Background: an optimization exercise with open tools, aiming at small area, a short achievable clock period and few clock cycles per item. Do not read the settings as production practice. At most, simulation tests tie the RTL to the original design; equivalence was not proved. No activity file was given, so power comes from the tool's default toggle rates.

## zinc
==> flow/design.v <==
`timescale 1 ns / 1 ns
module gaussian_stream
(
	input        clk,
	input        reset,
	input        on_switch,
	input  [7:0] input_fifo,
	input        input_fifo_valid,
	output       input_fifo_ready,
	output [7:0] output_fifo,
	output       output_fifo_valid,
	input        output_fifo_ready
);
localparam integer SLOTS = 6;      
reg        rdy;
reg  [7:0] in_reg;
reg        sh;            
wire       take = input_fifo_valid & rdy & ~reset;
always @(posedge clk) begin
	in_reg <= input_fifo;
	sh <= take;
end
reg [511:0] ring0, ring1, ring2, ring3;
reg  [31:0] ev;           
wire [7:0] out0 = ring0[511:504];
wire [7:0] out1 = ring1[511:504];
wire [7:0] out2 = ring2[511:504];
wire [7:0] out3 = ring3[511:504];
always @(posedge clk) begin
	ring0 <= {ring0[503:0], sh ? in_reg : out0};
	ring1 <= {ring1[503:0], sh ? out0 : out1};
	ring2 <= {ring2[503:0], sh ? out1 : out2};
	ring3 <= {ring3[503:0], sh ? out2 : out3};
	if (sh) ev <= {ev[23:0], out3};
end
function [7:0] win;
	input integer m, n;
	reg [511:0] r;
	begin
		if (n == 4) begin
			case (m)
			4: win = in_reg;
			3: win = out0;
			2: win = out1;
			1: win = out2;
			default: win = out3;
			endcase
		end else begin
			case (m)
			4: r = ring0;
			3: r = ring1;
			2: r = ring2;
			default: r = ring3;
			endcase
			if (m == 0) win = ev[8*(3-n) +: 8];
			else win = r[8*(3-n) +: 8];
		end
	end
endfunction
reg  [5:0] ph, nx;
reg [10:0] pos;
reg        primed;
wire [5:0] px = pos[5:0];
wire [4:0] py = pos[10:6];
wire border = ~on_switch | (px < 6'd2) | (px > 6'd61) | (py < 5'd2) | (py > 5'd29);
always @(posedge clk) begin
	if (reset) begin
		ph <= 6'd63;
		pos <= 11'd1918;       
		primed <= 1'b0;
	end else begin
		ph <= ph + 6'd1;
		if (sh) begin
			pos <= pos + 11'd1;
			if (pos == 11'd2047) primed <= 1'b1;
		end
	end
end
reg        v1, b1;
reg  [7:0] ctr1;
reg  [9:0] c1, c3a, c3b, c4, c8, c10;
always @(posedge clk) begin
	v1 <= ~reset & sh & primed;
	b1 <= border;
	ctr1 <= win(2, 2);
	c1  <= win(0, 0) + win(0, 4) + win(4, 0) + win(4, 4);
	c3a <= win(0, 1) + win(0, 3) + win(1, 0) + win(3, 0);
	c3b <= win(4, 1) + win(4, 3) + win(1, 4) + win(3, 4);
	c4  <= win(0, 2) + win(2, 0) + win(4, 2) + win(2, 4);
	c8  <= win(1, 1) + win(1, 3) + win(3, 1) + win(3, 3);
	c10 <= win(1, 2) + win(2, 1) + win(3, 2) + win(2, 3);
end
reg        v2, b2;
reg  [7:0] ctr2;
reg [11:0] sa;            
reg [11:0] sb, sd;        
reg [10:0] se;            
wire [11:0] a_sum = c1 + c3a + c3b;
always @(posedge clk) begin
	v2 <= ~reset & v1;
	b2 <= b1;
	ctr2 <= ctr1;
	sa <= a_sum;
	sb <= c3a + c3b + {c4, 1'b0};
	sd <= c8 + c10 + ctr1;
	se <= c10 + {ctr1, 1'b0};
end
reg        v3, b3;
reg  [7:0] ctr3;
reg [10:0] sf;            
reg [11:0] sd3;
wire [12:0] f_sum = sa[11:1] + sb + se;
always @(posedge clk) begin
	v3 <= ~reset & v2;
	b3 <= b2;
	ctr3 <= ctr2;
	sf <= f_sum[12:2];
	sd3 <= sd;
end
wire [11:0] t = sf + sd3;     
wire  [7:0] res = b3 ? ctr3 : t[11:4];
reg        ovalid;
reg  [7:0] odata;
reg  [7:0] mem [0:SLOTS-1];
reg  [2:0] wp, rp;
reg  [2:0] cnt;
reg  [2:0] occ;
wire       push = v3;
wire       pop = ovalid & output_fifo_ready;
wire [2:0] wp1 = (wp == SLOTS - 1) ? 3'd0 : wp + 3'd1;
wire [2:0] rp1 = (rp == SLOTS - 1) ? 3'd0 : rp + 3'd1;
wire [7:0] head0 = mem[rp];
wire [7:0] head1 = mem[rp1];
wire       empty0 = cnt == 3'd0;
wire       empty1 = cnt == 3'd1;
wire       left_empty = empty0 | (empty1 & pop);    
wire       drop = sh & ~primed;                     
wire [2:0] occ_b = occ - {2'b00, drop};
wire       room_p = occ_b < SLOTS - 1;
wire       room_0 = occ_b < SLOTS;
wire       eq0 = (ph + 6'd2) == nx;
wire       eq1 = (ph + 6'd1) == nx;
always @(posedge clk) begin
	if (push) mem[wp] <= res;
	odata <= left_empty ? res : pop ? head1 : head0;
	if (reset) begin
		ovalid <= 1'b0;
		wp <= 3'd0;
		rp <= 3'd0;
		cnt <= 3'd0;
		occ <= 3'd0;
		nx <= 6'd0;
		rdy <= 1'b1;
	end else begin
		ovalid <= push | ~left_empty;
		if (push) wp <= wp1;
		if (pop) rp <= rp1;
		cnt <= pop ? (push ? cnt : cnt - 3'd1) : (push ? cnt + 3'd1 : cnt);
		occ <= take ? (pop ? occ_b : occ_b + 3'd1) : (pop ? occ_b - 3'd1 : occ_b);
		if (take) nx <= nx + 6'd1;
		rdy <= take ? (eq1 & (pop ? room_0 : room_p)) : (eq0 & (pop | room_0));
	end
end
assign input_fifo_ready = rdy;
assign output_fifo = odata;
assign output_fifo_valid = ovalid;
endmodule
clock: 10.0 ns
lec_check: 0
cap_margin: 20
core_margin: 2
core_utilization: 60
cts_cluster_diameter: 80
cts_cluster_size: 30
place_density: 0.7
setup_slack_margin: 5
slew_margin: 20
run.sh (not shown) runs the stock make flow with config.mk's settings and CLKGATE_MAP_FILE= SYNTH_SCRIPT=/design/flow/synth_recipe.tcl, a recipe that flattens the netlist after the stock synthesis.
Testbench counts of zinc, summed over its fixed seeds: cycles 49,192, items 49,152.
diff inputs: zinc => tundra
-- flow/design.v --
<<< zinc, line 67
	if (reset) begin
		ph <= 6'd63;
		pos <= 11'd1918;       
		primed <= 1'b0;
	end else begin
		ph <= ph + 6'd1;
		if (sh) begin
			pos <= pos + 11'd1;
>>> tundra, line 67
	if (reset) begin
		ph <= 6'd63;
		nx <= 6'd0;
		pos <= 11'd1918;       
		primed <= 1'b0;
	end else begin
		ph <= ph + 6'd1;
		if (take) nx <= nx + 6'd1;
		if (sh) begin
			pos <= pos + 11'd1;
<<< zinc, line 122
reg        ovalid;
reg  [7:0] odata;
reg  [7:0] mem [0:SLOTS-1];
reg  [2:0] wp, rp;
reg  [2:0] cnt;
reg  [2:0] occ;
wire       push = v3;
wire       pop = ovalid & output_fifo_ready;
wire [2:0] wp1 = (wp == SLOTS - 1) ? 3'd0 : wp + 3'd1;
wire [2:0] rp1 = (rp == SLOTS - 1) ? 3'd0 : rp + 3'd1;
wire [7:0] head0 = mem[rp];
wire [7:0] head1 = mem[rp1];
wire       empty0 = cnt == 3'd0;
wire       empty1 = cnt == 3'd1;
wire       left_empty = empty0 | (empty1 & pop);    
wire       drop = sh & ~primed;                     
wire [2:0] occ_b = occ - {2'b00, drop};
wire       room_p = occ_b < SLOTS - 1;
wire       room_0 = occ_b < SLOTS;
wire       eq0 = (ph + 6'd2) == nx;
wire       eq1 = (ph + 6'd1) == nx;
always @(posedge clk) begin
	if (push) mem[wp] <= res;
	odata <= left_empty ? res : pop ? head1 : head0;
	if (reset) begin
		ovalid <= 1'b0;
		wp <= 3'd0;
		rp <= 3'd0;
		cnt <= 3'd0;
		occ <= 3'd0;
		nx <= 6'd0;
		rdy <= 1'b1;
	end else begin
		ovalid <= push | ~left_empty;
		if (push) wp <= wp1;
		if (pop) rp <= rp1;
		cnt <= pop ? (push ? cnt : cnt - 3'd1) : (push ? cnt + 3'd1 : cnt);
		occ <= take ? (pop ? occ_b : occ_b + 3'd1) : (pop ? occ_b - 3'd1 : occ_b);
		if (take) nx <= nx + 6'd1;
		rdy <= take ? (eq1 & (pop ? room_0 : room_p)) : (eq0 & (pop | room_0));
	end
end
>>> tundra, line 124
reg        ovalid;
reg  [7:0] odata;
reg  [7:0] mem [0:SLOTS-2];
reg  [2:0] wp, rp;
reg  [2:0] fcnt;
reg  [2:0] occ;
wire head_free = ~ovalid | output_fifo_ready;
wire otake = ovalid & output_fifo_ready;
wire pop = head_free & (fcnt != 3'd0);
wire push = v3 & ~(head_free & (fcnt == 3'd0));
wire drop = sh & ~primed;
wire [2:0] occ_n = occ + {2'b00, take} - {2'b00, drop} - {2'b00, otake};
wire [5:0] nx_n = nx + {5'd0, take};
always @(posedge clk) begin
	if (push) mem[wp] <= res;
	if (reset) begin
		ovalid <= 1'b0;
		wp <= 3'd0;
		rp <= 3'd0;
		fcnt <= 3'd0;
		occ <= 3'd0;
		rdy <= 1'b1;
	end else begin
		if (head_free) begin
			if (pop) begin
				odata <= mem[rp];
				ovalid <= 1'b1;
			end else if (v3) begin
				odata <= res;
				ovalid <= 1'b1;
			end else begin
				ovalid <= 1'b0;
			end
		end
		if (push) wp <= (wp == SLOTS - 2) ? 3'd0 : wp + 3'd1;
		if (pop) rp <= (rp == SLOTS - 2) ? 3'd0 : rp + 3'd1;
		fcnt <= fcnt + {2'b00, push} - {2'b00, pop};
		occ <= occ_n;
		rdy <= (occ_n < SLOTS) & (ph + 6'd2 == nx_n);
	end
end
[summary]
tundra | status: complete | timing, DRC, antenna: pass
Between zinc and tundra, filler-free cell count of the finished design decreased.
The run with more routed wire is zinc, not tundra.
Compared with zinc, fmax in tundra decreased by more than 10%.
Normalized max-slew margin delta for tundra relative to zinc: 17 points higher
On post-synthesis instance total: tundra sits below zinc.
Of the two values seen for most used routing layer in global routing, met1 was produced by tundra and met2 by zinc.
Compare zinc and tundra | total number of multi-input combinational cells lower: tundra
[compare] base=zinc new=tundra: share of synthesized cell area in and, or, nand and nor gates decreased by 0.53 points relative to the old numbers, clock tree skew after final layout increased by 0.0093 ns relative to the old numbers.
Diff zinc -> tundra: buffer count excluding the clock tree in the final layout moved up; maximum number of pins on one net before global-route repair moved down; global-route usage moved down; sequential power level.
tundra ends up with a post-route minimum period that is 0.69 ns higher than in zinc.
Only the layout flow was run in tundra; the RTL was not checked for function there.

-- static timing again, ports no longer ideal --
The flow's constraints put no driver on any port. The routed layouts listed below were extracted and timed again, unchanged, in two steps. Step 1, drivers: a clkbuf_16 drives clk and a buf_2 each remaining input, both assumed. Step 2 also shifts input and output timing later by t, the mid clock arrival at the registers, as if the neighbouring blocks saw the same clock. Three values: no drivers, after step 1, after step 2; two values: the first two.
run	shift t [ns]	setup WS [ns]	hold WS [ns]
zinc	0.746	6.278 / 6.215 / 5.605	0.318 / 0.318 / 0.318
tundra	0.735	5.591 / 5.632 / 4.897	0.299 / 0.299 / 0.299
After both steps every run listed still meets setup and hold. The setup slack of tundra, which loses most, moves by +0.041 ns with the drivers and by -0.694 ns with both steps.
